Context: an optimization exercise on an open-source flow, tuned for small area. The choices shown serve that exercise and are no tape-out recipe.
Only simulation tests tie the RTL to the original design; equivalence was not proved.
Power figures rest on the tool's default switching activity, not on a simulated workload.

== the reference run ==
// efpga_macc_pipe_regi
module efpga_macc_pipe_regi
  # (
     parameter INPUT_WIDTH = 18,
     parameter OUTPUT_WIDTH = 40
     )
   (
    input             clk,
    input             resetn,
    input [17:0]      a,
    input [17:0]      b,
    output reg [39:0] y
    );
For scale: roughly 930 cells after synthesis.
==> flow/config.mk <==
export PLATFORM = sky130hd
export DESIGN_NAME = efpga_macc_pipe_regi
export DESIGN_NICKNAME = efpga_macc_pipe_regi
export VERILOG_FILES = /design/flow/design.v
export SDC_FILE = /design/flow/constraint.sdc
export NUM_CORES = 4
export LEC_CHECK = 0
export CAP_MARGIN = 20
export CORE_MARGIN = 2
export CORE_UTILIZATION = 40
export SLEW_MARGIN = 20
export SYNTH_HIERARCHICAL = 1
export BUFFER_PORTS_ARGS = -buffer_cell sky130_fd_sc_hd__buf_1
export CTS_ARGS = -sink_clustering_enable -repair_clock_nets -dont_use_dummy_load 
==> flow/constraint.sdc <==
create_clock -name core_clock -period 6.5 [get_ports {clk}]
set_input_delay 1.3000 -clock core_clock [delete_from_list [all_inputs] [get_ports {clk}]]
set_output_delay 1.3000 -clock core_clock [all_outputs]
set_load 0.01 [all_outputs]
standard.sh (not shown) runs the stock make flow with config.mk's settings and CLKGATE_MAP_FILE= SYNTH_SCRIPT=/design/flow/synth_recipe.tcl, a recipe that flattens the netlist after the stock synthesis.
==> flow/flow/run.sh <==
#!/bin/bash
# Layout flow: the standard flow (standard.sh) with its synthesis unchanged,
# and these changes to how the layout is made:
#  - after synthesis, combinational cells that synthesis sized up are swapped
#    for the smallest cell of the same function (flow/downsize.tcl); the
#    flow's own timing repair sizes up again what needs it;
#  - the buffers that global placement puts on every input and output port
#    are sky130_fd_sc_hd__buf_1;
#  - clock tree synthesis inserts no dummy loads (CTS_EXTRA below).
# Each tool's output goes to a log of its own in this folder; ORFS also keeps
# each step's log under orfs/logs.
set -euo pipefail
cd "$(dirname "$0")/.."
CTS_EXTRA="${CTS_EXTRA:-}"
cat >> config.mk <<EOF
export BUFFER_PORTS_ARGS = -buffer_cell sky130_fd_sc_hd__buf_1
export CTS_ARGS = -sink_clustering_enable -repair_clock_nets -dont_use_dummy_load $CTS_EXTRA
EOF
bash standard.sh synth > synth.log 2>&1
DOWNSIZE_ODB=orfs/results/$FLOW_PLATFORM/efpga_macc_pipe_regi/base/1_synth.odb \
LIB=$FLOW_HOME/platforms/$FLOW_PLATFORM/lib/sky130_fd_sc_hd__tt_025C_1v80.lib \
  openroad -no_init -exit flow/downsize.tcl > downsize.log 2>&1
bash standard.sh > layout.log 2>&1
==> flow/flow/downsize.tcl <==
# Swap every combinational cell that synthesis sized up for the smallest cell
# of the same function (same name up to the drive-strength suffix). Registers
# are left alone. Timing repair later in the flow sizes up what needs it.
set odb $::env(DOWNSIZE_ODB)
read_liberty $::env(LIB)
read_db $odb
set block [ord::get_db_block]
set n 0
foreach inst [$block getInsts] {
  set m [[$inst getMaster] getName]
  if {![regexp {^(sky130_fd_sc_hd__([a-z0-9]+))_([0-9]+)$} $m -> base fn drive]} { continue }
  if {[regexp {^(df|sdf|edf|dl|sdl|clk|buf|conb|tap|fill|decap|lpflow|diode|probe|mux4|inv)} $fn]} { continue }
  if {$drive <= 1} { continue }
  foreach cand [list ${base}_1 ${base}_0] {
    set cm [[ord::get_db] findMaster $cand]
    if {$cm ne "NULL"} {
      $inst swapMaster $cm
      incr n
      break
    }
  }
}
puts "downsize: swapped $n instances"
write_db $odb
Every stage of the flow completed for the reference run, and the final layout passed the timing, design-rule and antenna checks.
Setup changes, the reference run to the trial run
--- a/flow/flow/run.sh
+++ b/flow/flow/run.sh
@@ -13,3 +13,3 @@
 cd "$(dirname "$0")/.."
-CTS_EXTRA="${CTS_EXTRA:-}"
+CTS_EXTRA="-buf_list sky130_fd_sc_hd__clkbuf_8"
 cat >> config.mk <<EOF
--- a/flow/config.mk
+++ b/flow/config.mk
@@ -7,8 +7,9 @@
 export LEC_CHECK = 0
-export CAP_MARGIN = 20
+export CAP_MARGIN = 0
 export CORE_MARGIN = 2
 export CORE_UTILIZATION = 40
-export SLEW_MARGIN = 20
+export GPL_TIMING_DRIVEN = 0
+export SLEW_MARGIN = 0
 export SYNTH_HIERARCHICAL = 1
 export BUFFER_PORTS_ARGS = -buffer_cell sky130_fd_sc_hd__buf_1
-export CTS_ARGS = -sink_clustering_enable -repair_clock_nets -dont_use_dummy_load 
+export CTS_ARGS = -sink_clustering_enable -repair_clock_nets -dont_use_dummy_load -buf_list sky130_fd_sc_hd__clkbuf_8
--- outcome ---
The trial run closes out successfully: all stages finished, all timing, DRC and antenna checks passed. Sequential cell power, the reference run and the trial run, higher one = the trial run. In terms of worst hold slack, the trial run and the reference run differ only marginally. Total chip power of the trial run falls short of that of the reference run slightly. The trial run vs. the reference run: number of cells on the critical path now sits lower, effective utilization at floorplan ~0 delta, routed wire length comparable, core utilization of the finished layout down 2.0 points, routing usage on met2 shows a reduction of 0.32 points. The trial run vs the reference run — average via count per standard cell climbed slightly.

========
Another version of the RTL of efpga_macc_pipe_regi (not shown whole).
For scale: roughly 910 cells after synthesis, about 78 I/O pins, ~11000 sq um of cells after synthesis.
clock: 6.5 ns
lec_check: 0
cap_margin: 0
core_margin: 2
core_utilization: 40
gpl_timing_driven: 0
slew_margin: 0
synth_hierarchical: 1
buffer_ports_args: -buffer_cell sky130_fd_sc_hd__buf_1
cts_args: -sink_clustering_enable -repair_clock_nets -dont_use_dummy_load -buf_list {sky130_fd_sc_hd__clkbuf_4 sky130_fd_sc_hd__clkbuf_8}
==> flow/flow/run.sh <==
#!/bin/bash
# Layout flow: the standard flow (standard.sh) with its synthesis unchanged,
# and these changes to how the layout is made:
#  - after synthesis, combinational cells that synthesis sized up are swapped
#    for the smallest cell of the same function (flow/downsize.tcl); the
#    flow's own timing repair sizes up again what needs it;
#  - the buffers that global placement puts on every input and output port
#    are sky130_fd_sc_hd__buf_1;
#  - clock tree synthesis inserts no dummy loads (CTS_EXTRA below).
# Each tool's output goes to a log of its own in this folder; ORFS also keeps
# each step's log under orfs/logs.
set -euo pipefail
cd "$(dirname "$0")/.."
CTS_EXTRA="-buf_list {sky130_fd_sc_hd__clkbuf_4 sky130_fd_sc_hd__clkbuf_8}"
cat >> config.mk <<EOF
export BUFFER_PORTS_ARGS = -buffer_cell sky130_fd_sc_hd__buf_1
export CTS_ARGS = -sink_clustering_enable -repair_clock_nets -dont_use_dummy_load $CTS_EXTRA
EOF
bash standard.sh synth > synth.log 2>&1
DOWNSIZE_ODB=orfs/results/$FLOW_PLATFORM/efpga_macc_pipe_regi/base/1_synth.odb \
LIB=$FLOW_HOME/platforms/$FLOW_PLATFORM/lib/sky130_fd_sc_hd__tt_025C_1v80.lib \
  openroad -no_init -exit flow/downsize.tcl > downsize.log 2>&1
bash standard.sh > layout.log 2>&1
Scripts as last shown in full above: flow/flow/downsize.tcl
==> next run, changes <==
--- a/flow/flow/run.sh
+++ b/flow/flow/run.sh
@@ -14 +14 @@
-CTS_EXTRA="-buf_list {sky130_fd_sc_hd__clkbuf_4 sky130_fd_sc_hd__clkbuf_8}"
+CTS_EXTRA="-buf_list sky130_fd_sc_hd__clkbuf_8 -sink_clustering_size 30 -sink_clustering_max_diameter 100"
--- a/flow/config.mk
+++ b/flow/config.mk
@@ -15 +15 @@
-export CTS_ARGS = -sink_clustering_enable -repair_clock_nets -dont_use_dummy_load -buf_list {sky130_fd_sc_hd__clkbuf_4 sky130_fd_sc_hd__clkbuf_8}
+export CTS_ARGS = -sink_clustering_enable -repair_clock_nets -dont_use_dummy_load -buf_list sky130_fd_sc_hd__clkbuf_8 -sink_clustering_size 30 -sink_clustering_max_diameter 100
Effect: Wire length stays the same; sequential power is about the same; power is unchanged.
==> next run, changes <==
--- a/flow/flow/run.sh
+++ b/flow/flow/run.sh
@@ -14 +14 @@
-CTS_EXTRA="-buf_list sky130_fd_sc_hd__clkbuf_8 -sink_clustering_size 30 -sink_clustering_max_diameter 100"
+CTS_EXTRA="-buf_list sky130_fd_sc_hd__clkbuf_8"
--- a/flow/config.mk
+++ b/flow/config.mk
@@ -15 +15 @@
-export CTS_ARGS = -sink_clustering_enable -repair_clock_nets -dont_use_dummy_load -buf_list sky130_fd_sc_hd__clkbuf_8 -sink_clustering_size 30 -sink_clustering_max_diameter 100
+export CTS_ARGS = -sink_clustering_enable -repair_clock_nets -dont_use_dummy_load -buf_list sky130_fd_sc_hd__clkbuf_8
- The new run finished clean
- flip-flop and latch count is unchanged
- count of clock-buffer cells in the layout is unchanged
- worst setup slack stays the same
- die area is unchanged
- via count does not change
- routed wire length does not change
- global-route usage is unchanged
- sequential share of layout area does not change
==> next run, changes <==
--- a/flow/flow/run.sh
+++ b/flow/flow/run.sh
@@ -14 +14 @@
-CTS_EXTRA="-buf_list sky130_fd_sc_hd__clkbuf_8"
+CTS_EXTRA="-buf_list sky130_fd_sc_hd__clkbuf_16 -sink_clustering_size 40 -sink_clustering_max_diameter 300 -sink_clustering_levels 1"
--- a/flow/config.mk
+++ b/flow/config.mk
@@ -15 +15 @@
-export CTS_ARGS = -sink_clustering_enable -repair_clock_nets -dont_use_dummy_load -buf_list sky130_fd_sc_hd__clkbuf_8
+export CTS_ARGS = -sink_clustering_enable -repair_clock_nets -dont_use_dummy_load -buf_list sky130_fd_sc_hd__clkbuf_16 -sink_clustering_size 40 -sink_clustering_max_diameter 300 -sink_clustering_levels 1
Die area is unchanged.
Clock-buffer cell count does not change.
Wire length shrinks by 0.69%.
Via count is about the same.
Power grows by 3.6%.
Global-route usage is about the same.
Sequential power hardly moves.
Critical path depth grows by 4.

[re-timing with driven ports]
How much do the figures lean on ideal ports? The routed layouts below were timed once more, with nothing changed but the port constraints.
Step 1: set_driving_cell puts a clkbuf_16 on clk and a buf_2 on each other input, an assumption about the parent block.
Step 2, shift: input delay + t, output delay - t, t = (earliest + latest rising clock arrival at the registers) / 2. This alone moves slack from input paths to output paths.
Slacks: ideal / step 1 / step 2; pairs: ideal / step 1.
run	t (ns)	slack for setup (ns)	worst setup path after step 2	clock arrival spread, ns	cell pins on the clock port's net
the reference run	0.468	0.280 / 0.280 / 0.280	register to register	0.032 / 0.032	1
the trial run	0.493	0.258 / 0.258 / 0.258	register to register	0.043 / 0.044	1
the first run of note 2	0.484	0.323 / 0.323 / 0.323	register to register	0.038 / 0.038	1
the second run of note 2	0.484	0.323 / 0.323 / 0.323	register to register	0.038 / 0.038	1
the third run of note 2	0.484	0.323 / 0.323 / 0.323	register to register	0.038 / 0.038	1
the fourth run of note 2	0.468	0.330 / 0.330 / 0.330	register to register	0.033 / 0.033	1
After both steps every run listed still meets setup and hold.
